Source: an optimization exercise on an open RTL-to-GDS flow (aim: a short achievable clock period and few clock cycles). Production flows keep margins and buffers that such runs may drop.
Only simulation tests tie the RTL to the original design; equivalence was not proved.
No activity file was given, so power comes from the tool's default toggle rates.

$ cat flow/constraint.sdc
create_clock -name core_clock -period 9.5 [get_ports {clk}]
set_input_delay 1.9000 -clock core_clock [delete_from_list [all_inputs] [get_ports {clk}]]
set_output_delay 1.9000 -clock core_clock [all_outputs]
set_load 0.01 [all_outputs]
$ cat flow/config.mk
export PLATFORM = sky130hd
export DESIGN_NAME = minirv_top
export DESIGN_NICKNAME = minirv_top
export VERILOG_FILES = /design/flow/design.v
export SDC_FILE = /design/flow/constraint.sdc
export NUM_CORES = 4
export LEC_CHECK = 0
export CAP_MARGIN = 20
export CORE_MARGIN = 2
export CORE_UTILIZATION = 30
export PLACE_DENSITY = 0.5
export SETUP_SLACK_MARGIN = 0.6
export SLEW_MARGIN = 20
$ cat flow/design.v
module pc
(
    input  wire [31:0]  D,
    input  wire         enable,
    input  wire         clk,
    input  wire         rst,
    output wire [31:0]  pc_out
);
    reg [31:0] reg_pc_out;
    always @(posedge clk or posedge rst)
    begin
        if (rst) 
        begin
            reg_pc_out <= 32'h80000000;
        end else if (enable) 
        begin
            reg_pc_out <= D;
        end
    end
    assign pc_out = reg_pc_out;
endmodule
module my_decoder 
(
    input   wire [31:0] instruction,
    output  wire [6:0]  opcode,
    output  wire [4:0]  rd,
    output  wire [2:0]  funct3,
    output  wire [4:0]  rs1,
    output  wire [4:0]  rs2,
    output  wire [6:0]  funct7,
    output  wire        ebreak
);
    assign opcode   = instruction[6:0];
    assign rd       = instruction[11:7];
    assign funct3   = instruction[14:12];
    assign rs1      = instruction[19:15];
    assign rs2      = instruction[24:20];
    assign funct7   = instruction[31:25];
    assign ebreak   = (instruction == 32'h0010_0073) ? 1'b1 : 1'b0;
endmodule
module which_type (
    input  wire [6:0]   opcode,
    output wire         r_type,
    output wire         i_type,
    output wire         s_type,
    output wire         u_type
);
    assign r_type = (opcode == 7'b0110011);  
    assign i_type =
        (opcode == 7'b0010011) ||  
        (opcode == 7'b0000011) ||  
        (opcode == 7'b1100111);    
    assign s_type = (opcode == 7'b0100011);  
    assign u_type = (opcode == 7'b0110111);  
endmodule
module which_instruction
(
    input   wire [6:0]  opcode,
    input   wire [2:0]  funct3,
    input   wire [6:0]  funct7,
    input   wire        ebreak,
    output  wire        add,
    output  wire        addi,
    output  wire        lui,
    output  wire        lw,
    output  wire        lbu,
    output  wire        sw,
    output  wire        sb,
    output  wire        jalr,
    output  wire        illegal
);
    localparam [6:0] OPCODE_RTYPE  = 7'b0110011;  
    localparam [6:0] OPCODE_ITYPE  = 7'b0010011;  
    localparam [6:0] OPCODE_LOAD   = 7'b0000011;  
    localparam [6:0] OPCODE_STORE  = 7'b0100011;  
    localparam [6:0] OPCODE_LUI    = 7'b0110111;  
    localparam [6:0] OPCODE_JALR   = 7'b1100111;  
    assign add  = (opcode == OPCODE_RTYPE) && (funct3 == 3'b000) && (funct7 == 7'b0000000) && ~ebreak;
    assign addi = (opcode == OPCODE_ITYPE) && (funct3 == 3'b000) && ~ebreak;
    assign lui  = (opcode == OPCODE_LUI) && ~ebreak;
    assign lw   = (opcode == OPCODE_LOAD)  && (funct3 == 3'b010) && ~ebreak;
    assign lbu  = (opcode == OPCODE_LOAD)  && (funct3 == 3'b100) && ~ebreak;
    assign sw   = (opcode == OPCODE_STORE) && (funct3 == 3'b010) && ~ebreak;
    assign sb   = (opcode == OPCODE_STORE) && (funct3 == 3'b000) && ~ebreak;
    assign jalr = (opcode == OPCODE_JALR)  && (funct3 == 3'b000) && ~ebreak;
    assign illegal = ~(add | addi | lui | lw | lbu | sw | sb | jalr) && ~ebreak;
endmodule
module immediate_generator (
    input   wire [31:0] instruction,
    input   wire        illegal,
    input   wire        r_type,
    input   wire        i_type,
    input   wire        s_type,
    input   wire        u_type,
    output  wire [31:0] imm
);
    reg     [31:0] reg_imm;
    wire    [11:0] imm_i = instruction[31:20];
    wire    [11:0] imm_s = {instruction[31:25], instruction[11:7]};
    wire    [19:0] imm_u = instruction[31:12];
    always @(*) 
    begin
        if (i_type) 
        begin
            reg_imm = {{20{imm_i[11]}}, imm_i};
        end
        else if (s_type) 
        begin
            reg_imm = {{20{imm_s[11]}}, imm_s};
        end
        else if (u_type) 
        begin
            reg_imm = {imm_u, 12'b0};
        end
        else 
        begin
            reg_imm = 32'b0;
        end
    end
    assign imm = reg_imm;
endmodule
module reg_write_enabler
(
    input   wire add,
    input   wire addi,
    input   wire lui,
    input   wire lw,
    input   wire lbu,
    input   wire jalr,
    input   wire illegal,
    input   wire ebreak,
    output  wire reg_write
);
    assign reg_write = ((add || addi || lui || lw || lbu || jalr) && ~illegal && ~ebreak);
endmodule
module register_32bits 
(
    input   wire [31:0]     D,
    input   wire            enable,
    input   wire            clk,
    input   wire            rst,
    output  wire [31:0]     reg_out
);
    reg [31:0] reg_reg_out;
    always @(posedge clk or posedge rst)
    begin
        if (rst) 
        begin
            reg_reg_out <= 32'b0;
        end
        else 
        begin
            if (enable) 
            begin
                reg_reg_out <= D;
            end
        end
    end
    assign reg_out = reg_reg_out;
endmodule
module mux_32to1_32bits 
(   
    input   wire    [31:0]  in0,
    input   wire    [31:0]  in1,
    input   wire    [31:0]  in2,
    input   wire    [31:0]  in3,
    input   wire    [31:0]  in4,
    input   wire    [31:0]  in5,
    input   wire    [31:0]  in6,
    input   wire    [31:0]  in7,
    input   wire    [31:0]  in8,
    input   wire    [31:0]  in9,
    input   wire    [31:0]  in10,
    input   wire    [31:0]  in11,
    input   wire    [31:0]  in12,
    input   wire    [31:0]  in13,
    input   wire    [31:0]  in14,
    input   wire    [31:0]  in15,
    input   wire    [31:0]  in16,
    input   wire    [31:0]  in17,
    input   wire    [31:0]  in18,
    input   wire    [31:0]  in19,
    input   wire    [31:0]  in20,
    input   wire    [31:0]  in21,
    input   wire    [31:0]  in22,
    input   wire    [31:0]  in23,
    input   wire    [31:0]  in24,
    input   wire    [31:0]  in25,
    input   wire    [31:0]  in26,
    input   wire    [31:0]  in27,
    input   wire    [31:0]  in28,
    input   wire    [31:0]  in29,
    input   wire    [31:0]  in30,
    input   wire    [31:0]  in31,
    input   wire    [4:0]   sel, 
    output  wire    [31:0]  mux_out
);
    reg [31:0] reg_mux_out;
    always @(*) 
    begin
        case (sel)
            5'b00000: reg_mux_out = in0;
            5'b00001: reg_mux_out = in1;
            5'b00010: reg_mux_out = in2;
            5'b00011: reg_mux_out = in3;
            5'b00100: reg_mux_out = in4;
            5'b00101: reg_mux_out = in5;
            5'b00110: reg_mux_out = in6;
            5'b00111: reg_mux_out = in7;
            5'b01000: reg_mux_out = in8;
            5'b01001: reg_mux_out = in9;
            5'b01010: reg_mux_out = in10;
            5'b01011: reg_mux_out = in11;
            5'b01100: reg_mux_out = in12;
            5'b01101: reg_mux_out = in13;
            5'b01110: reg_mux_out = in14;
            5'b01111: reg_mux_out = in15;
            5'b10000: reg_mux_out = in16;
            5'b10001: reg_mux_out = in17;
            5'b10010: reg_mux_out = in18;
            5'b10011: reg_mux_out = in19;
            5'b10100: reg_mux_out = in20;
            5'b10101: reg_mux_out = in21;
            5'b10110: reg_mux_out = in22;
            5'b10111: reg_mux_out = in23;
            5'b11000: reg_mux_out = in24;
            5'b11001: reg_mux_out = in25;
            5'b11010: reg_mux_out = in26;
            5'b11011: reg_mux_out = in27;
            5'b11100: reg_mux_out = in28;
            5'b11101: reg_mux_out = in29;
            5'b11110: reg_mux_out = in30;
            5'b11111: reg_mux_out = in31;
            default: reg_mux_out = 32'd0;
        endcase
    end
    assign mux_out = reg_mux_out;
endmodule
module register_file
(
    input   wire [4:0]  rs1_addr,
    input   wire [4:0]  rs2_addr,
    input   wire [4:0]  rd_addr,
    input   wire        reg_write,
    input   wire [31:0] rd_data,
    input   wire        clk,
    input   wire        rst,
    output  wire [31:0] rs1_val,
    output  wire [31:0] rs2_val,
    output wire [31:0] register_32bits_0_value,
    output wire [31:0] register_32bits_1_value,
    output wire [31:0] register_32bits_2_value,
    output wire [31:0] register_32bits_3_value,
    output wire [31:0] register_32bits_4_value,
    output wire [31:0] register_32bits_5_value,
    output wire [31:0] register_32bits_6_value,
    output wire [31:0] register_32bits_7_value,
    output wire [31:0] register_32bits_8_value,
    output wire [31:0] register_32bits_9_value,
    output wire [31:0] register_32bits_10_value,
    output wire [31:0] register_32bits_11_value,
    output wire [31:0] register_32bits_12_value,
    output wire [31:0] register_32bits_13_value,
    output wire [31:0] register_32bits_14_value,
    output wire [31:0] register_32bits_15_value,
    output wire [31:0] register_32bits_16_value,
    output wire [31:0] register_32bits_17_value,
    output wire [31:0] register_32bits_18_value,
    output wire [31:0] register_32bits_19_value,
    output wire [31:0] register_32bits_20_value,
    output wire [31:0] register_32bits_21_value,
    output wire [31:0] register_32bits_22_value,
    output wire [31:0] register_32bits_23_value,
    output wire [31:0] register_32bits_24_value,
    output wire [31:0] register_32bits_25_value,
    output wire [31:0] register_32bits_26_value,
    output wire [31:0] register_32bits_27_value,
    output wire [31:0] register_32bits_28_value,
    output wire [31:0] register_32bits_29_value,
    output wire [31:0] register_32bits_30_value,
    output wire [31:0] register_32bits_31_value
);
    wire [31:0] wire_register_32bits_0_reg_out;
    wire [31:0] wire_register_32bits_1_reg_out;
    wire [31:0] wire_register_32bits_2_reg_out;
    wire [31:0] wire_register_32bits_3_reg_out;
    wire [31:0] wire_register_32bits_4_reg_out;
    wire [31:0] wire_register_32bits_5_reg_out;
    wire [31:0] wire_register_32bits_6_reg_out;
    wire [31:0] wire_register_32bits_7_reg_out;
    wire [31:0] wire_register_32bits_8_reg_out;
    wire [31:0] wire_register_32bits_9_reg_out;
    wire [31:0] wire_register_32bits_10_reg_out;
    wire [31:0] wire_register_32bits_11_reg_out;
    wire [31:0] wire_register_32bits_12_reg_out;
    wire [31:0] wire_register_32bits_13_reg_out;
    wire [31:0] wire_register_32bits_14_reg_out;
    wire [31:0] wire_register_32bits_15_reg_out;
    wire [31:0] wire_register_32bits_16_reg_out;
    wire [31:0] wire_register_32bits_17_reg_out;
    wire [31:0] wire_register_32bits_18_reg_out;
    wire [31:0] wire_register_32bits_19_reg_out;
    wire [31:0] wire_register_32bits_20_reg_out;
    wire [31:0] wire_register_32bits_21_reg_out;
    wire [31:0] wire_register_32bits_22_reg_out;
    wire [31:0] wire_register_32bits_23_reg_out;
    wire [31:0] wire_register_32bits_24_reg_out;
    wire [31:0] wire_register_32bits_25_reg_out;
    wire [31:0] wire_register_32bits_26_reg_out;
    wire [31:0] wire_register_32bits_27_reg_out;
    wire [31:0] wire_register_32bits_28_reg_out;
    wire [31:0] wire_register_32bits_29_reg_out;
    wire [31:0] wire_register_32bits_30_reg_out;
    wire [31:0] wire_register_32bits_31_reg_out;
    assign register_32bits_0_value  = wire_register_32bits_0_reg_out;
    assign register_32bits_1_value  = wire_register_32bits_1_reg_out;
    assign register_32bits_2_value  = wire_register_32bits_2_reg_out;
    assign register_32bits_3_value  = wire_register_32bits_3_reg_out;
    assign register_32bits_4_value  = wire_register_32bits_4_reg_out;
    assign register_32bits_5_value  = wire_register_32bits_5_reg_out;
    assign register_32bits_6_value  = wire_register_32bits_6_reg_out;
    assign register_32bits_7_value  = wire_register_32bits_7_reg_out;
    assign register_32bits_8_value  = wire_register_32bits_8_reg_out;
    assign register_32bits_9_value  = wire_register_32bits_9_reg_out;
    assign register_32bits_10_value = wire_register_32bits_10_reg_out;
    assign register_32bits_11_value = wire_register_32bits_11_reg_out;
    assign register_32bits_12_value = wire_register_32bits_12_reg_out;
    assign register_32bits_13_value = wire_register_32bits_13_reg_out;
    assign register_32bits_14_value = wire_register_32bits_14_reg_out;
    assign register_32bits_15_value = wire_register_32bits_15_reg_out;
    assign register_32bits_16_value = wire_register_32bits_16_reg_out;
    assign register_32bits_17_value = wire_register_32bits_17_reg_out;
    assign register_32bits_18_value = wire_register_32bits_18_reg_out;
    assign register_32bits_19_value = wire_register_32bits_19_reg_out;
    assign register_32bits_20_value = wire_register_32bits_20_reg_out;
    assign register_32bits_21_value = wire_register_32bits_21_reg_out;
    assign register_32bits_22_value = wire_register_32bits_22_reg_out;
    assign register_32bits_23_value = wire_register_32bits_23_reg_out;
    assign register_32bits_24_value = wire_register_32bits_24_reg_out;
    assign register_32bits_25_value = wire_register_32bits_25_reg_out;
    assign register_32bits_26_value = wire_register_32bits_26_reg_out;
    assign register_32bits_27_value = wire_register_32bits_27_reg_out;
    assign register_32bits_28_value = wire_register_32bits_28_reg_out;
    assign register_32bits_29_value = wire_register_32bits_29_reg_out;
    assign register_32bits_30_value = wire_register_32bits_30_reg_out;
    assign register_32bits_31_value = wire_register_32bits_31_reg_out;
    register_32bits register_32bits_0 
    (
        .D(32'd0),
        .enable(1'b0),
        .clk(clk),
        .rst(rst),
        .reg_out(wire_register_32bits_0_reg_out)
    );
    register_32bits register_32bits_1 
    (
        .D(rd_data),
        .enable((rd_addr == 5'd1) && reg_write),
        .clk(clk),
        .rst(rst),
        .reg_out(wire_register_32bits_1_reg_out)
    );
    register_32bits register_32bits_2
    (
        .D(rd_data),
        .enable((rd_addr == 5'd2) && reg_write),
        .clk(clk),
        .rst(rst),
        .reg_out(wire_register_32bits_2_reg_out)
    );
    register_32bits register_32bits_3
    (
        .D(rd_data),
        .enable((rd_addr == 5'd3) && reg_write),
        .clk(clk),
        .rst(rst),
        .reg_out(wire_register_32bits_3_reg_out)
    );
    register_32bits register_32bits_4 
    (
        .D(rd_data),
        .enable((rd_addr == 5'd4) && reg_write),
        .clk(clk),
        .rst(rst),
        .reg_out(wire_register_32bits_4_reg_out)
    );
    register_32bits register_32bits_5
    (
        .D(rd_data),
        .enable((rd_addr == 5'd5) && reg_write),
        .clk(clk),
        .rst(rst),
        .reg_out(wire_register_32bits_5_reg_out)
    );
    register_32bits register_32bits_6 
    (
        .D(rd_data),
        .enable((rd_addr == 5'd6) && reg_write),
        .clk(clk),
        .rst(rst),
        .reg_out(wire_register_32bits_6_reg_out)
    );
    register_32bits register_32bits_7 
    (
        .D(rd_data),
        .enable((rd_addr == 5'd7) && reg_write),
        .clk(clk),
        .rst(rst),
        .reg_out(wire_register_32bits_7_reg_out)
    );
    register_32bits register_32bits_8 
    (
        .D(rd_data),
        .enable((rd_addr == 5'd8) && reg_write),
        .clk(clk),
        .rst(rst),
        .reg_out(wire_register_32bits_8_reg_out)
    );
    register_32bits register_32bits_9 
    (
        .D(rd_data),
        .enable((rd_addr == 5'd9) && reg_write),
        .clk(clk),
        .rst(rst),
        .reg_out(wire_register_32bits_9_reg_out)
    );
    register_32bits register_32bits_10 
    (
        .D(rd_data),
        .enable((rd_addr == 5'd10) && reg_write),
        .clk(clk),
        .rst(rst),
        .reg_out(wire_register_32bits_10_reg_out)
    );
    register_32bits register_32bits_11 
    (
        .D(rd_data),
        .enable((rd_addr == 5'd11) && reg_write),
        .clk(clk),
        .rst(rst),
        .reg_out(wire_register_32bits_11_reg_out)
    );
    register_32bits register_32bits_12 
    (
        .D(rd_data),
        .enable((rd_addr == 5'd12) && reg_write),
        .clk(clk),
        .rst(rst),
        .reg_out(wire_register_32bits_12_reg_out)
    );
    register_32bits register_32bits_13 
    (
        .D(rd_data),
        .enable((rd_addr == 5'd13) && reg_write),
        .clk(clk),
        .rst(rst),
        .reg_out(wire_register_32bits_13_reg_out)
    );
    register_32bits register_32bits_14 
    (
        .D(rd_data),
        .enable((rd_addr == 5'd14) && reg_write),
        .clk(clk),
        .rst(rst),
        .reg_out(wire_register_32bits_14_reg_out)
    );
    register_32bits register_32bits_15 
    (
        .D(rd_data),
        .enable((rd_addr == 5'd15) && reg_write),
        .clk(clk),
        .rst(rst),
        .reg_out(wire_register_32bits_15_reg_out)
    );
    register_32bits register_32bits_16
    (
        .D(rd_data),
        .enable((rd_addr == 5'd16) && reg_write),
        .clk(clk),
        .rst(rst),
        .reg_out(wire_register_32bits_16_reg_out)
    );
    register_32bits register_32bits_17
    (
        .D(rd_data),
        .enable((rd_addr == 5'd17) && reg_write),
        .clk(clk),
        .rst(rst),
        .reg_out(wire_register_32bits_17_reg_out)
    );
    register_32bits register_32bits_18
    (
        .D(rd_data),
        .enable((rd_addr == 5'd18) && reg_write),
        .clk(clk),
        .rst(rst),
        .reg_out(wire_register_32bits_18_reg_out)
    );
    register_32bits register_32bits_19
    (
        .D(rd_data),
        .enable((rd_addr == 5'd19) && reg_write),
        .clk(clk),
        .rst(rst),
        .reg_out(wire_register_32bits_19_reg_out)
    );
    register_32bits register_32bits_20
    (
        .D(rd_data),
        .enable((rd_addr == 5'd20) && reg_write),
        .clk(clk),
        .rst(rst),
        .reg_out(wire_register_32bits_20_reg_out)
    );
    register_32bits register_32bits_21
    (
        .D(rd_data),
        .enable((rd_addr == 5'd21) && reg_write),
        .clk(clk),
        .rst(rst),
        .reg_out(wire_register_32bits_21_reg_out)
    );
    register_32bits register_32bits_22
    (
        .D(rd_data),
        .enable((rd_addr == 5'd22) && reg_write),
        .clk(clk),
        .rst(rst),
        .reg_out(wire_register_32bits_22_reg_out)
    );
    register_32bits register_32bits_23
    (
        .D(rd_data),
        .enable((rd_addr == 5'd23) && reg_write),
        .clk(clk),
        .rst(rst),
        .reg_out(wire_register_32bits_23_reg_out)
    );
    register_32bits register_32bits_24
    (
        .D(rd_data),
        .enable((rd_addr == 5'd24) && reg_write),
        .clk(clk),
        .rst(rst),
        .reg_out(wire_register_32bits_24_reg_out)
    );
    register_32bits register_32bits_25
    (
        .D(rd_data),
        .enable((rd_addr == 5'd25) && reg_write),
        .clk(clk),
        .rst(rst),
        .reg_out(wire_register_32bits_25_reg_out)
    );
    register_32bits register_32bits_26
    (
        .D(rd_data),
        .enable((rd_addr == 5'd26) && reg_write),
        .clk(clk),
        .rst(rst),
        .reg_out(wire_register_32bits_26_reg_out)
    );
    register_32bits register_32bits_27
    (
        .D(rd_data),
        .enable((rd_addr == 5'd27) && reg_write),
        .clk(clk),
        .rst(rst),
        .reg_out(wire_register_32bits_27_reg_out)
    );
    register_32bits register_32bits_28
    (
        .D(rd_data),
        .enable((rd_addr == 5'd28) && reg_write),
        .clk(clk),
        .rst(rst),
        .reg_out(wire_register_32bits_28_reg_out)
    );
    register_32bits register_32bits_29
    (
        .D(rd_data),
        .enable((rd_addr == 5'd29) && reg_write),
        .clk(clk),
        .rst(rst),
        .reg_out(wire_register_32bits_29_reg_out)
    );
    register_32bits register_32bits_30
    (
        .D(rd_data),
        .enable((rd_addr == 5'd30) && reg_write),
        .clk(clk),
        .rst(rst),
        .reg_out(wire_register_32bits_30_reg_out)
    );
    register_32bits register_32bits_31
    (
        .D(rd_data),
        .enable((rd_addr == 5'd31) && reg_write),
        .clk(clk),
        .rst(rst),
        .reg_out(wire_register_32bits_31_reg_out)
    );
    mux_32to1_32bits mux_32to1_32bits_0 
    (
        .in0(wire_register_32bits_0_reg_out),
        .in1(wire_register_32bits_1_reg_out),
        .in2(wire_register_32bits_2_reg_out),
        .in3(wire_register_32bits_3_reg_out),
        .in4(wire_register_32bits_4_reg_out),
        .in5(wire_register_32bits_5_reg_out),
        .in6(wire_register_32bits_6_reg_out),
        .in7(wire_register_32bits_7_reg_out),
        .in8(wire_register_32bits_8_reg_out),
        .in9(wire_register_32bits_9_reg_out),
        .in10(wire_register_32bits_10_reg_out),
        .in11(wire_register_32bits_11_reg_out),
        .in12(wire_register_32bits_12_reg_out),
        .in13(wire_register_32bits_13_reg_out),
        .in14(wire_register_32bits_14_reg_out),
        .in15(wire_register_32bits_15_reg_out),
        .in16(wire_register_32bits_16_reg_out),
        .in17(wire_register_32bits_17_reg_out),
        .in18(wire_register_32bits_18_reg_out),
        .in19(wire_register_32bits_19_reg_out),
        .in20(wire_register_32bits_20_reg_out),
        .in21(wire_register_32bits_21_reg_out),
        .in22(wire_register_32bits_22_reg_out),
        .in23(wire_register_32bits_23_reg_out),
        .in24(wire_register_32bits_24_reg_out),
        .in25(wire_register_32bits_25_reg_out),
        .in26(wire_register_32bits_26_reg_out),
        .in27(wire_register_32bits_27_reg_out),
        .in28(wire_register_32bits_28_reg_out),
        .in29(wire_register_32bits_29_reg_out),
        .in30(wire_register_32bits_30_reg_out),
        .in31(wire_register_32bits_31_reg_out),
        .sel(rs1_addr),
        .mux_out(rs1_val)
    );
    mux_32to1_32bits mux_32to1_32bits_1
    (
        .in0(wire_register_32bits_0_reg_out),
        .in1(wire_register_32bits_1_reg_out),
        .in2(wire_register_32bits_2_reg_out),
        .in3(wire_register_32bits_3_reg_out),
        .in4(wire_register_32bits_4_reg_out),
        .in5(wire_register_32bits_5_reg_out),
        .in6(wire_register_32bits_6_reg_out),
        .in7(wire_register_32bits_7_reg_out),
        .in8(wire_register_32bits_8_reg_out),
        .in9(wire_register_32bits_9_reg_out),
        .in10(wire_register_32bits_10_reg_out),
        .in11(wire_register_32bits_11_reg_out),
        .in12(wire_register_32bits_12_reg_out),
        .in13(wire_register_32bits_13_reg_out),
        .in14(wire_register_32bits_14_reg_out),
        .in15(wire_register_32bits_15_reg_out),
        .in16(wire_register_32bits_16_reg_out),
        .in17(wire_register_32bits_17_reg_out),
        .in18(wire_register_32bits_18_reg_out),
        .in19(wire_register_32bits_19_reg_out),
        .in20(wire_register_32bits_20_reg_out),
        .in21(wire_register_32bits_21_reg_out),
        .in22(wire_register_32bits_22_reg_out),
        .in23(wire_register_32bits_23_reg_out),
        .in24(wire_register_32bits_24_reg_out),
        .in25(wire_register_32bits_25_reg_out),
        .in26(wire_register_32bits_26_reg_out),
        .in27(wire_register_32bits_27_reg_out),
        .in28(wire_register_32bits_28_reg_out),
        .in29(wire_register_32bits_29_reg_out),
        .in30(wire_register_32bits_30_reg_out),
        .in31(wire_register_32bits_31_reg_out),
        .sel(rs2_addr),
        .mux_out(rs2_val)
    );
endmodule
module b_mux 
(
    input   wire [31:0] rs2_val,
    input   wire [31:0] imm,
    input   wire        addi,
    input   wire        lw,
    input   wire        lbu,
    input   wire        sw,
    input   wire        sb,
    input   wire        jalr,
    output  wire [31:0] b
);
    assign b = (addi || lw || lbu || sw || sb || jalr) ? imm : rs2_val;
endmodule
module alu
(
    input   wire [31:0] a,
    input   wire [31:0] b,
    output  wire [31:0] y
);
    assign y = a + b;
endmodule
module pc_plus_4
(
    input   wire [31:0] pc,
    output  wire [31:0] pc_plus_4_out
);
    assign pc_plus_4_out = pc + 4;
endmodule
module writeback_mux
(
    input   wire [31:0] y,
    input   wire [31:0] imm,
    input   wire [31:0] read_data,
    input   wire [31:0] pc_plus_4,
    input   wire        lw,
    input   wire        lbu,
    input   wire        lui,
    input   wire        jalr,
    output  wire [31:0] rd_data
);
    assign rd_data =
        (lw  || lbu) ? read_data :
        (lui)        ? imm       :
        (jalr)       ? pc_plus_4  :
                       y;
endmodule
module next_pc 
(
    input   wire [31:0] pc_plus_4,
    input   wire [31:0] y,
    input   wire        jalr,
    output  wire [31:0] pc_next
);
    assign pc_next = jalr ? {y[31:1], 1'b0} : pc_plus_4;
endmodule
module memory_control
(
    input  wire [31:0] y,          
    input  wire [31:0] rs2_val,     
    input  wire        lw,
    input  wire        lbu,
    input  wire        sw,
    input  wire        sb,
    input  wire        ebreak,      
    input  wire [31:0] d_rdata_word,   
    output wire [31:0] d_addr,         
    output wire [31:0] d_wdata,        
    output wire [3:0]  d_wstrb,        
    output wire        d_we,           
    output wire [31:0] load_data       
);
    wire [31:0] addr_aligned = {y[31:2], 2'b00};
    assign d_addr = addr_aligned;
    assign d_we = (sw | sb) & ~ebreak;
    assign d_wstrb =
        sw ? 4'b1111 :
        sb ? (4'b0001 << y[1:0]) :
             4'b0000;
    assign d_wdata =
        sw ? rs2_val :
        sb ? {4{rs2_val[7:0]}} :
             32'b0;
    wire [7:0] sel_byte =
        (y[1:0] == 2'b00) ? d_rdata_word[7:0]   :
        (y[1:0] == 2'b01) ? d_rdata_word[15:8]  :
        (y[1:0] == 2'b10) ? d_rdata_word[23:16] :
                            d_rdata_word[31:24];
    assign load_data =
        lw  ? d_rdata_word :
        lbu ? {24'b0, sel_byte} :
              32'b0;
endmodule
module minirv_top
(
    input   wire        clk,
    input   wire        rst,
    output  wire [31:0] i_addr,
    input   wire [31:0] i_rdata,
    output  wire [31:0] d_addr,
    output  wire [31:0] d_wdata,
    output  wire [3:0]  d_wstrb,
    output  wire        d_we,
    input   wire [31:0] d_rdata,
    output  wire        halt,
    output  wire [31:0] reg0_val,
    output  wire [31:0] reg1_val,
    output  wire [31:0] reg2_val,
    output  wire [31:0] reg3_val,
    output  wire [31:0] reg4_val,
    output  wire [31:0] reg5_val,
    output  wire [31:0] reg6_val,
    output  wire [31:0] reg7_val,
    output  wire [31:0] reg8_val,
    output  wire [31:0] reg9_val,
    output  wire [31:0] reg10_val,
    output  wire [31:0] reg11_val,
    output  wire [31:0] reg12_val,
    output  wire [31:0] reg13_val,
    output  wire [31:0] reg14_val,
    output  wire [31:0] reg15_val,
    output  wire [31:0] reg16_val,
    output  wire [31:0] reg17_val,
    output  wire [31:0] reg18_val,
    output  wire [31:0] reg19_val,
    output  wire [31:0] reg20_val,
    output  wire [31:0] reg21_val,
    output  wire [31:0] reg22_val,
    output  wire [31:0] reg23_val,
    output  wire [31:0] reg24_val,
    output  wire [31:0] reg25_val,
    output  wire [31:0] reg26_val,
    output  wire [31:0] reg27_val,
    output  wire [31:0] reg28_val,
    output  wire [31:0] reg29_val,
    output  wire [31:0] reg30_val,
    output  wire [31:0] reg31_val
);
    wire [31:0] wire_pc_pc_out;
    wire [6:0] wire_my_decoder_opcode;
    wire [4:0] wire_my_decoder_rd;
    wire [2:0] wire_my_decoder_funct3;
    wire [4:0] wire_my_decoder_rs1;
    wire [4:0] wire_my_decoder_rs2;
    wire [6:0] wire_my_decoder_funct7;
    wire       wire_my_decoder_ebreak;
    wire wire_which_type_r_type;
    wire wire_which_type_i_type;
    wire wire_which_type_s_type;
    wire wire_which_type_u_type;
    wire [31:0] wire_register_file_rs1_val;
    wire [31:0] wire_register_file_rs2_val;
    wire [31:0] wire_register_file_reg0_val;
    wire [31:0] wire_register_file_reg1_val;
    wire [31:0] wire_register_file_reg2_val;
    wire [31:0] wire_register_file_reg3_val;
    wire [31:0] wire_register_file_reg4_val;
    wire [31:0] wire_register_file_reg5_val;
    wire [31:0] wire_register_file_reg6_val;
    wire [31:0] wire_register_file_reg7_val;
    wire [31:0] wire_register_file_reg8_val;
    wire [31:0] wire_register_file_reg9_val;
    wire [31:0] wire_register_file_reg10_val;
    wire [31:0] wire_register_file_reg11_val;
    wire [31:0] wire_register_file_reg12_val;
    wire [31:0] wire_register_file_reg13_val;
    wire [31:0] wire_register_file_reg14_val;
    wire [31:0] wire_register_file_reg15_val;
    wire [31:0] wire_register_file_reg16_val;
    wire [31:0] wire_register_file_reg17_val;
    wire [31:0] wire_register_file_reg18_val;
    wire [31:0] wire_register_file_reg19_val;
    wire [31:0] wire_register_file_reg20_val;
    wire [31:0] wire_register_file_reg21_val;
    wire [31:0] wire_register_file_reg22_val;
    wire [31:0] wire_register_file_reg23_val;
    wire [31:0] wire_register_file_reg24_val;
    wire [31:0] wire_register_file_reg25_val;
    wire [31:0] wire_register_file_reg26_val;
    wire [31:0] wire_register_file_reg27_val;
    wire [31:0] wire_register_file_reg28_val;
    wire [31:0] wire_register_file_reg29_val;
    wire [31:0] wire_register_file_reg30_val;
    wire [31:0] wire_register_file_reg31_val;
    wire [31:0] wire_immediate_generator_imm;
    wire wire_which_instruction_add;
    wire wire_which_instruction_addi;
    wire wire_which_instruction_lui;
    wire wire_which_instruction_lw;
    wire wire_which_instruction_lbu;
    wire wire_which_instruction_sw;
    wire wire_which_instruction_sb;
    wire wire_which_instruction_jalr;
    wire wire_which_instruction_illegal;
    wire [31:0] wire_b_mux_b;
    wire [31:0] wire_alu_y;
    wire [31:0] wire_writeback_mux_rd_data;
    wire [31:0] wire_pc_plus_4_pc_plus_4_out;
    wire [31:0] wire_next_pc_pc_next;
    wire wire_reg_write_enabler_reg_write;
    wire [31:0] wire_unified_memory_i_rdata;
    wire [31:0] wire_unified_memory_d_rdata;
    wire [31:0] wire_memory_control_d_addr;
    wire [31:0] wire_memory_control_d_wdata;
    wire [3:0]  wire_memory_control_d_wstrb;
    wire        wire_memory_control_d_we;
    wire [31:0] wire_memory_control_load_data;
    pc pc_0 
    (
        .D      (wire_next_pc_pc_next),
        .enable (~wire_my_decoder_ebreak),
        .clk    (clk),
        .rst    (rst),
        .pc_out (wire_pc_pc_out)
    );
    assign wire_unified_memory_i_rdata = i_rdata;
    assign wire_unified_memory_d_rdata = d_rdata;
    assign i_addr  = wire_pc_pc_out;
    assign d_addr  = wire_memory_control_d_addr;
    assign d_wdata = wire_memory_control_d_wdata;
    assign d_wstrb = wire_memory_control_d_wstrb;
    assign d_we    = wire_memory_control_d_we;
    memory_control memory_control_0
    (
        .y                  (wire_alu_y),
        .rs2_val            (wire_register_file_rs2_val),
        .lw                 (wire_which_instruction_lw),
        .lbu                (wire_which_instruction_lbu),
        .sw                 (wire_which_instruction_sw),
        .sb                 (wire_which_instruction_sb),
        .ebreak             (wire_my_decoder_ebreak),
        .d_rdata_word       (wire_unified_memory_d_rdata),
        .d_addr             (wire_memory_control_d_addr),
        .d_wdata            (wire_memory_control_d_wdata),
        .d_wstrb            (wire_memory_control_d_wstrb),
        .d_we               (wire_memory_control_d_we),
        .load_data          (wire_memory_control_load_data)
    );
    my_decoder my_decoder_0 
    (
        .instruction (wire_unified_memory_i_rdata),
        .opcode      (wire_my_decoder_opcode),
        .rd          (wire_my_decoder_rd),
        .funct3      (wire_my_decoder_funct3),
        .rs1         (wire_my_decoder_rs1),
        .rs2         (wire_my_decoder_rs2),
        .funct7      (wire_my_decoder_funct7),
        .ebreak      (wire_my_decoder_ebreak)
    );
    which_type which_type_0
    (
        .opcode (wire_my_decoder_opcode),
        .r_type (wire_which_type_r_type),
        .i_type (wire_which_type_i_type),
        .s_type (wire_which_type_s_type),
        .u_type (wire_which_type_u_type)
    );
    which_instruction which_instruction_0
    (
        .opcode  (wire_my_decoder_opcode),
        .funct3  (wire_my_decoder_funct3),
        .funct7  (wire_my_decoder_funct7),
        .ebreak  (wire_my_decoder_ebreak),
        .add     (wire_which_instruction_add),
        .addi    (wire_which_instruction_addi),
        .lui     (wire_which_instruction_lui),
        .lw      (wire_which_instruction_lw),
        .lbu     (wire_which_instruction_lbu),
        .sw      (wire_which_instruction_sw),
        .sb      (wire_which_instruction_sb),
        .jalr    (wire_which_instruction_jalr),
        .illegal (wire_which_instruction_illegal)
    );
    immediate_generator immediate_generator_0
    (
        .instruction (wire_unified_memory_i_rdata),
        .illegal     (wire_which_instruction_illegal),
        .r_type      (wire_which_type_r_type),
        .i_type      (wire_which_type_i_type),
        .s_type      (wire_which_type_s_type),
        .u_type      (wire_which_type_u_type),
        .imm         (wire_immediate_generator_imm)
    );
    reg_write_enabler reg_write_enabler_0
    (
        .add      (wire_which_instruction_add),
        .addi     (wire_which_instruction_addi),
        .lui      (wire_which_instruction_lui),
        .lw       (wire_which_instruction_lw),
        .lbu      (wire_which_instruction_lbu),
        .jalr     (wire_which_instruction_jalr),
        .illegal  (wire_which_instruction_illegal),
        .ebreak   (wire_my_decoder_ebreak),
        .reg_write(wire_reg_write_enabler_reg_write)
    );
    register_file register_file_0
    (
        .rs1_addr                   (wire_my_decoder_rs1),
        .rs2_addr                   (wire_my_decoder_rs2),
        .rd_addr                    (wire_my_decoder_rd),
        .reg_write                  (wire_reg_write_enabler_reg_write),
        .rd_data                    (wire_writeback_mux_rd_data),
        .clk                        (clk),
        .rst                        (rst),
        .rs1_val                    (wire_register_file_rs1_val),
        .rs2_val                    (wire_register_file_rs2_val),
        .register_32bits_0_value    (wire_register_file_reg0_val),
        .register_32bits_1_value    (wire_register_file_reg1_val),
        .register_32bits_2_value    (wire_register_file_reg2_val),
        .register_32bits_3_value    (wire_register_file_reg3_val),
        .register_32bits_4_value    (wire_register_file_reg4_val),
        .register_32bits_5_value    (wire_register_file_reg5_val),
        .register_32bits_6_value    (wire_register_file_reg6_val),
        .register_32bits_7_value    (wire_register_file_reg7_val),
        .register_32bits_8_value    (wire_register_file_reg8_val),
        .register_32bits_9_value    (wire_register_file_reg9_val),
        .register_32bits_10_value   (wire_register_file_reg10_val),
        .register_32bits_11_value   (wire_register_file_reg11_val),
        .register_32bits_12_value   (wire_register_file_reg12_val),
        .register_32bits_13_value   (wire_register_file_reg13_val),
        .register_32bits_14_value   (wire_register_file_reg14_val),
        .register_32bits_15_value   (wire_register_file_reg15_val),
        .register_32bits_16_value   (wire_register_file_reg16_val),
        .register_32bits_17_value   (wire_register_file_reg17_val),
        .register_32bits_18_value   (wire_register_file_reg18_val),
        .register_32bits_19_value   (wire_register_file_reg19_val),
        .register_32bits_20_value   (wire_register_file_reg20_val),
        .register_32bits_21_value   (wire_register_file_reg21_val),
        .register_32bits_22_value   (wire_register_file_reg22_val),
        .register_32bits_23_value   (wire_register_file_reg23_val),
        .register_32bits_24_value   (wire_register_file_reg24_val),
        .register_32bits_25_value   (wire_register_file_reg25_val),
        .register_32bits_26_value   (wire_register_file_reg26_val),
        .register_32bits_27_value   (wire_register_file_reg27_val),
        .register_32bits_28_value   (wire_register_file_reg28_val),
        .register_32bits_29_value   (wire_register_file_reg29_val),
        .register_32bits_30_value   (wire_register_file_reg30_val),
        .register_32bits_31_value   (wire_register_file_reg31_val)
    );
    b_mux b_mux_0
    (
        .rs2_val (wire_register_file_rs2_val),
        .imm     (wire_immediate_generator_imm),
        .addi    (wire_which_instruction_addi),
        .lw      (wire_which_instruction_lw),
        .lbu     (wire_which_instruction_lbu),
        .sw      (wire_which_instruction_sw),
        .sb      (wire_which_instruction_sb),
        .jalr    (wire_which_instruction_jalr),
        .b       (wire_b_mux_b)
    );
    alu alu_0
    (
        .a (wire_register_file_rs1_val),
        .b (wire_b_mux_b),
        .y (wire_alu_y)
    );
    pc_plus_4 pc_plus_4_0
    (
        .pc          (wire_pc_pc_out),
        .pc_plus_4_out(wire_pc_plus_4_pc_plus_4_out)
    );
    writeback_mux writeback_mux_0
    (
        .y         (wire_alu_y),
        .imm       (wire_immediate_generator_imm),
        .read_data (wire_memory_control_load_data),
        .pc_plus_4 (wire_pc_plus_4_pc_plus_4_out),
        .lw        (wire_which_instruction_lw),
        .lbu       (wire_which_instruction_lbu),
        .lui       (wire_which_instruction_lui),
        .jalr      (wire_which_instruction_jalr),
        .rd_data   (wire_writeback_mux_rd_data)
    );
    next_pc next_pc_0
    (
        .pc_plus_4 (wire_pc_plus_4_pc_plus_4_out),
        .y         (wire_alu_y),
        .jalr      (wire_which_instruction_jalr),
        .pc_next   (wire_next_pc_pc_next)
    );
    assign halt        = wire_my_decoder_ebreak;
    assign reg0_val  = wire_register_file_reg0_val;
    assign reg1_val  = wire_register_file_reg1_val;
    assign reg2_val  = wire_register_file_reg2_val;
    assign reg3_val  = wire_register_file_reg3_val;
    assign reg4_val  = wire_register_file_reg4_val;
    assign reg5_val  = wire_register_file_reg5_val;
    assign reg6_val  = wire_register_file_reg6_val;
    assign reg7_val  = wire_register_file_reg7_val;
    assign reg8_val  = wire_register_file_reg8_val;
    assign reg9_val  = wire_register_file_reg9_val;
    assign reg10_val = wire_register_file_reg10_val;
    assign reg11_val = wire_register_file_reg11_val;
    assign reg12_val = wire_register_file_reg12_val;
    assign reg13_val = wire_register_file_reg13_val;
    assign reg14_val = wire_register_file_reg14_val;
    assign reg15_val = wire_register_file_reg15_val;
    assign reg16_val  = wire_register_file_reg16_val;
    assign reg17_val  = wire_register_file_reg17_val;
    assign reg18_val  = wire_register_file_reg18_val;
    assign reg19_val  = wire_register_file_reg19_val;
    assign reg20_val  = wire_register_file_reg20_val;
    assign reg21_val  = wire_register_file_reg21_val;
    assign reg22_val  = wire_register_file_reg22_val;
    assign reg23_val  = wire_register_file_reg23_val;
    assign reg24_val  = wire_register_file_reg24_val;
    assign reg25_val  = wire_register_file_reg25_val;
    assign reg26_val = wire_register_file_reg26_val;
    assign reg27_val = wire_register_file_reg27_val;
    assign reg28_val = wire_register_file_reg28_val;
    assign reg29_val = wire_register_file_reg29_val;
    assign reg30_val = wire_register_file_reg30_val;
    assign reg31_val = wire_register_file_reg31_val;
endmodule
$ cat flow/run.sh
#!/bin/bash
# synth_recipe.tcl (not shown) runs the flow's synth.tcl, then flattens the netlist and writes it again
# the make line also repeats each setting of config.mk as NAME=value (left out here)
make -C /OpenROAD-flow-scripts/flow DESIGN_CONFIG=/design/flow/config.mk WORK_HOME=/design/flow/orfs CLKGATE_MAP_FILE= SYNTH_SCRIPT=/design/flow/synth_recipe.tcl finish
==> notes.md <==
- Clock skew on the completed layout was measured at 92.0 ps.
- The max-slew violation total from the final report came to 0.
- In the routed design, unresolved DRC markers number 0.
- The arrival time at the worst endpoint is 7080 ps.
- The pre-antenna-repair detailed-routing pass consisted of 10 iterations.
- The relative contribution of combinational cells to total power is 10.1%.
- The number of clock buffers added by TritonCTS is 112.
- Counting flops with a built-in enable in the synthesized netlist gives 0.
- The first global-routing pass estimated 597000 um of wire.
- The number of ports placed on the die boundary is 1192.
- The internal power component is 7380 uW.
- The tool flagged a number of max-cap violations equal to 0.
- The placeable core region is 174000 sq um.
- The via total after detailed routing is 64500.
- The sum of internal, switching and leakage power is 10300 uW.
- The die is 422 um wide.
- STA puts the critical path data required time at 7600 ps.
- The startpoint type of the worst setup path is an input pin.
- The number of sinks driven by the clock tree is 1023.
- The met2 usage in global routing is 70.5%.
- The Yosys step of the flow raised 4 warnings.
- The via count of the first global-routing pass came to 59500.
- A synthesized cell averages 9.01 sq um.
- The mapped netlist covers 52500 sq um.
- The sequential fraction of the synthesis area is 48.8%.
- Of the total power, the share spent switching nets is 28.3%.
- The residual overflow from global routing is 0.
- The fraction of met3 tracks used by global routing is 18.8%.
- The die outline height is 422 um.
- The initial antenna violation count was 39.
- The synthesized netlist cell count is 5825.
- The count of antenna-violating nets left after detailed routing is 0.
- Port buffering added 1156 buffers.
- The half-perimeter wire length after detailed placement is 339000 um.
- Of all nets on the critical path, the largest fanout is 20.
- The full die area is 178000 sq um.
- The relative slew slack is 20.9%.
- Entering global routing, the biggest net connects 169 pins.
- The run finished with no timing, DRC or antenna violations.
- The dominant register cell in the synthesized netlist is sky130_fd_sc_hd__dfrtp_1.
- The worst-case vdd ir drop is 0.000142 V.
- TritonCTS built the clock tree.
- The final worst-path cycle share is 94.5%.
- Clock latency on the worst-skew pair, taken at its later pin, is 840 ps.
- The vias per cell is 6.77.
- The area growth from synthesis to layout is 43.9%.
- The worst setup path is captured at an output pin.
- The floorplan has 153 rows.
- The total leakage power is 0.0319 uW.
- Setup violations remaining at the end of the flow were counted as 0.
- CTS built an H-tree with a depth of 3.
- In this run the power density over the cells is 136 nW/um^2.
- The portion of total power attributed to sequential cells is 45.5%.
- The congestion estimate from routability-driven global placement came to 1.07.
- The class of the most critical setup path is in -> out.
- In this run, synthesis produced a sequential element count of 1023.
- The post-route netlist has 15.2% of its cells at a drive strength greater than 1.
- The type of the tightest min-delay check is reg -> reg.
- The switching power summed over all nets is 2910 uW.
- The buffer type at the clock tree root is sky130_fd_sc_hd__clkbuf_16.
- Once the floorplan was initialized, standard cells occupied 30.2% of the core.
- After the first detailed-routing iteration, the DRC count stood at 11100.
- The layout net count is 7202.
- Setup repair after global routing could not meet its margin everywhere.
- Leaving out fill and tap cells, the most frequent cells in the layout are 1134 x sky130_fd_sc_hd__clkdlybuf4s50_1, 1022 x sky130_fd_sc_hd__dfrtp_1, 679 x sky130_fd_sc_hd__nor2_1.
- Counting distinct cell types in the post-synthesis netlist gives 88.
- The most used routing layer in global routing is met2.
- The met1 demand-to-capacity share in global routing is 62.6%.
- The final period demand of the worst path is 8980 ps.
- The hold violation total from the final report was 0.
- The maximum number of buffers from clock root to sink is 3.
- The clock network accounts for 44.4% of the total power.
- The final layout contains routed wiring with a total length of 462000 um.
- For the pin with the worst max-slew slack, the measured transition is 1180 ps.
- The share of synthesized flip-flops with an asynchronous set or reset is 100%.
- The reg2reg setup slack is 3400 ps.
- The setup TNS is 0 ps.
- The library cell used most frequently in the layout, excluding fill and tap cells, is sky130_fd_sc_hd__clkdlybuf4s50_1.
- The top achievable clock speed is 0.111 GHz.
- In the final routed layout, each cell accounts on average for 48.5 um.
- Global routing used 49.8% of the available tracks across all layers.
- The post-CTS clock slew at the launch and capture registers of the worst setup and hold paths is 60 ps.
==> critical path, cell delays in order <==
cell and delay [ps]:
sky130_fd_sc_hd__clkdlybuf4s50_1 510, sky130_fd_sc_hd__buf_12 140, sky130_fd_sc_hd__nand2b_2 190, sky130_fd_sc_hd__buf_12 180
sky130_fd_sc_hd__nor2_4 90, sky130_fd_sc_hd__buf_4 200, sky130_fd_sc_hd__buf_4 340, sky130_fd_sc_hd__a222oi_1 510
sky130_fd_sc_hd__nand4_1 150, sky130_fd_sc_hd__or3_1 420, sky130_fd_sc_hd__ha_1 390, sky130_fd_sc_hd__nand2_1 110
sky130_fd_sc_hd__nor2_1 140, sky130_fd_sc_hd__a221oi_2 80, sky130_fd_sc_hd__buf_4 160, sky130_fd_sc_hd__a2111oi_4 380
sky130_fd_sc_hd__buf_4 220, sky130_fd_sc_hd__a21oi_4 80, sky130_fd_sc_hd__a311o_1 300, sky130_fd_sc_hd__nor2_2 150
sky130_fd_sc_hd__inv_1 90, sky130_fd_sc_hd__dlygate4sd2_1 290
==> synth_stat cells, types with 6 or more instances <==
library cell	instances	area, sq um
sky130_fd_sc_hd__ha_1	32	400
sky130_fd_sc_hd__or4_1	23	173
sky130_fd_sc_hd__a31oi_1	14	87.6
sky130_fd_sc_hd__inv_1	30	113
sky130_fd_sc_hd__clkbuf_1	435	1630
sky130_fd_sc_hd__nand2b_1	16	100
sky130_fd_sc_hd__buf_4	35	263
sky130_fd_sc_hd__nand3_1	151	756
sky130_fd_sc_hd__a21oi_2	31	272
sky130_fd_sc_hd__o21ai_0	361	1810
sky130_fd_sc_hd__and2_1	12	75.1
sky130_fd_sc_hd__a2111oi_0	8	70.1
sky130_fd_sc_hd__and3_1	50	313
sky130_fd_sc_hd__o211ai_1	6	45.0
sky130_fd_sc_hd__o22ai_1	18	113
sky130_fd_sc_hd__buf_1	52	195
sky130_fd_sc_hd__xnor2_1	34	298
sky130_fd_sc_hd__mux2_2	40	450
sky130_fd_sc_hd__mux2i_1	11	110
sky130_fd_sc_hd__nand4_1	117	732
sky130_fd_sc_hd__nand3b_1	10	75.1
sky130_fd_sc_hd__a21o_1	29	218
sky130_fd_sc_hd__nor2b_1	15	93.8
sky130_fd_sc_hd__o21ai_1	93	465
sky130_fd_sc_hd__buf_2	81	405
sky130_fd_sc_hd__a21oi_1	631	3160
sky130_fd_sc_hd__nand2_1	533	2000
sky130_fd_sc_hd__nor2_1	748	2810
sky130_fd_sc_hd__nor3b_1	11	82.6
sky130_fd_sc_hd__or3_1	50	313
sky130_fd_sc_hd__a221oi_1	215	1880
sky130_fd_sc_hd__dfrtp_1	1022	25600
sky130_fd_sc_hd__xor2_1	22	193
sky130_fd_sc_hd__nor3_1	37	185
sky130_fd_sc_hd__and4_1	6	52.6
sky130_fd_sc_hd__a222oi_1	65	651
sky130_fd_sc_hd__a22o_1	208	1820
sky130_fd_sc_hd__a22oi_1	479	3600
==> power groups by stage <==
stage	Clock, uW	Sequential [uW]	Combinational, uW
floorplan	0	4650	361
global placement	0	4740	970
detailed placement	0	4740	973
CTS	4570	4660	998
global route	4750	4670	1060
finish	4570	4680	1040
==> metal layers <==
layer | vias to the layer above | share of wire [%] | wire length, um
li1 | 24100 | - | -
met1 | 32600 | 38 | 175000
met2 | 5992 | 41 | 188000
met3 | 1822 | 13 | 58200
met4 | 32 | 8.8 | 40500
met5 | - | 0.048 | 222
==> stage by stage <==
stage	std cells	cell area (sq um)	util, %	setup slack (ps)	hold slack, ps
floorplan	5859	52600	-	-6500	534
global placement	9206	70000	40.2	-476	530
detailed placement	9206	70000	40.3	-392	543
CTS	9488	74900	43.1	593	557
global route	9515	75500	43.4	508	584
finish	9533	75500	43.4	521	549
==> kinds of logic (layout without fill, tap and decap cells) <==
group,after synthesis,in the layout,synth area share [%]
flip-flops,1023,1023,48.8
AND/OR/NAND/NOR,1813,1813,15.4
buffers and inverters,638,1968,5.05
AO/OA/AOI/OAI,2208,2208,27.9
other,1,54,0.00715
XOR/XNOR,57,57,0.966
adder cells (fa/ha/maj),33,33,0.801
multiplexers,52,52,1.09
==> final timing paths <==
check | startpoint | to | cells after the start
max | i_rdata[15] | d_addr[29] | 22
min | pc_0.reg_pc_out[1] | pc_0.reg_pc_out[1] | 2
max reg2reg | register | register | 20
min reg2reg | pc_0.reg_pc_out[1] | pc_0.reg_pc_out[1] | 2
max in group asynchronous | rst | asynchronous set/reset pin | 4
min in group asynchronous | rst | pc_0.reg_pc_out[7] | 2
==> timing repair <==
action,4_1_cts,5_1_grt
setup endpoints to repair,25,21
buffers inserted,81,21
gates resized for setup,121,70
cloned,1,2
hold buffers,0,0
pin swaps,43,36
==> area by class of cell <==
class	count	area (sq um)
clock buffer	155	3190
clock inverter	45	546
timing repair buffer	1736	17100
multi-input combinational	4198	25900
sequential	1023	25600
fill	17100	98300
tap	2325	2910
inverter	32	126
antenna	19	47.5
Testbench counts, summed over its fixed seeds: cycles 30,642.

-- re-timing with driven ports --
No port has a modelled driver above. Below, the same layout with a new extraction and two added sets of constraints. Step 1: set_driving_cell puts a clkbuf_16 on clk and a buf_2 on each other input, an assumption about the parent block. Step 2, shift: input delay + t, output delay - t, t = (earliest + latest rising clock arrival at the registers) / 2. This alone moves slack from input paths to output paths. Three values: ideal ports, drivers, drivers and shift; two values: the first two.
t (ns): 0.896
setup slack, ns: 0.521 / 0.486 / 0.486
latest minus earliest clock arrival (ns): 0.092 / 0.092
After both steps setup and hold are still met in this run. The setup slack of this run moves by -0.035 ns with the drivers and by -0.035 ns with both steps.
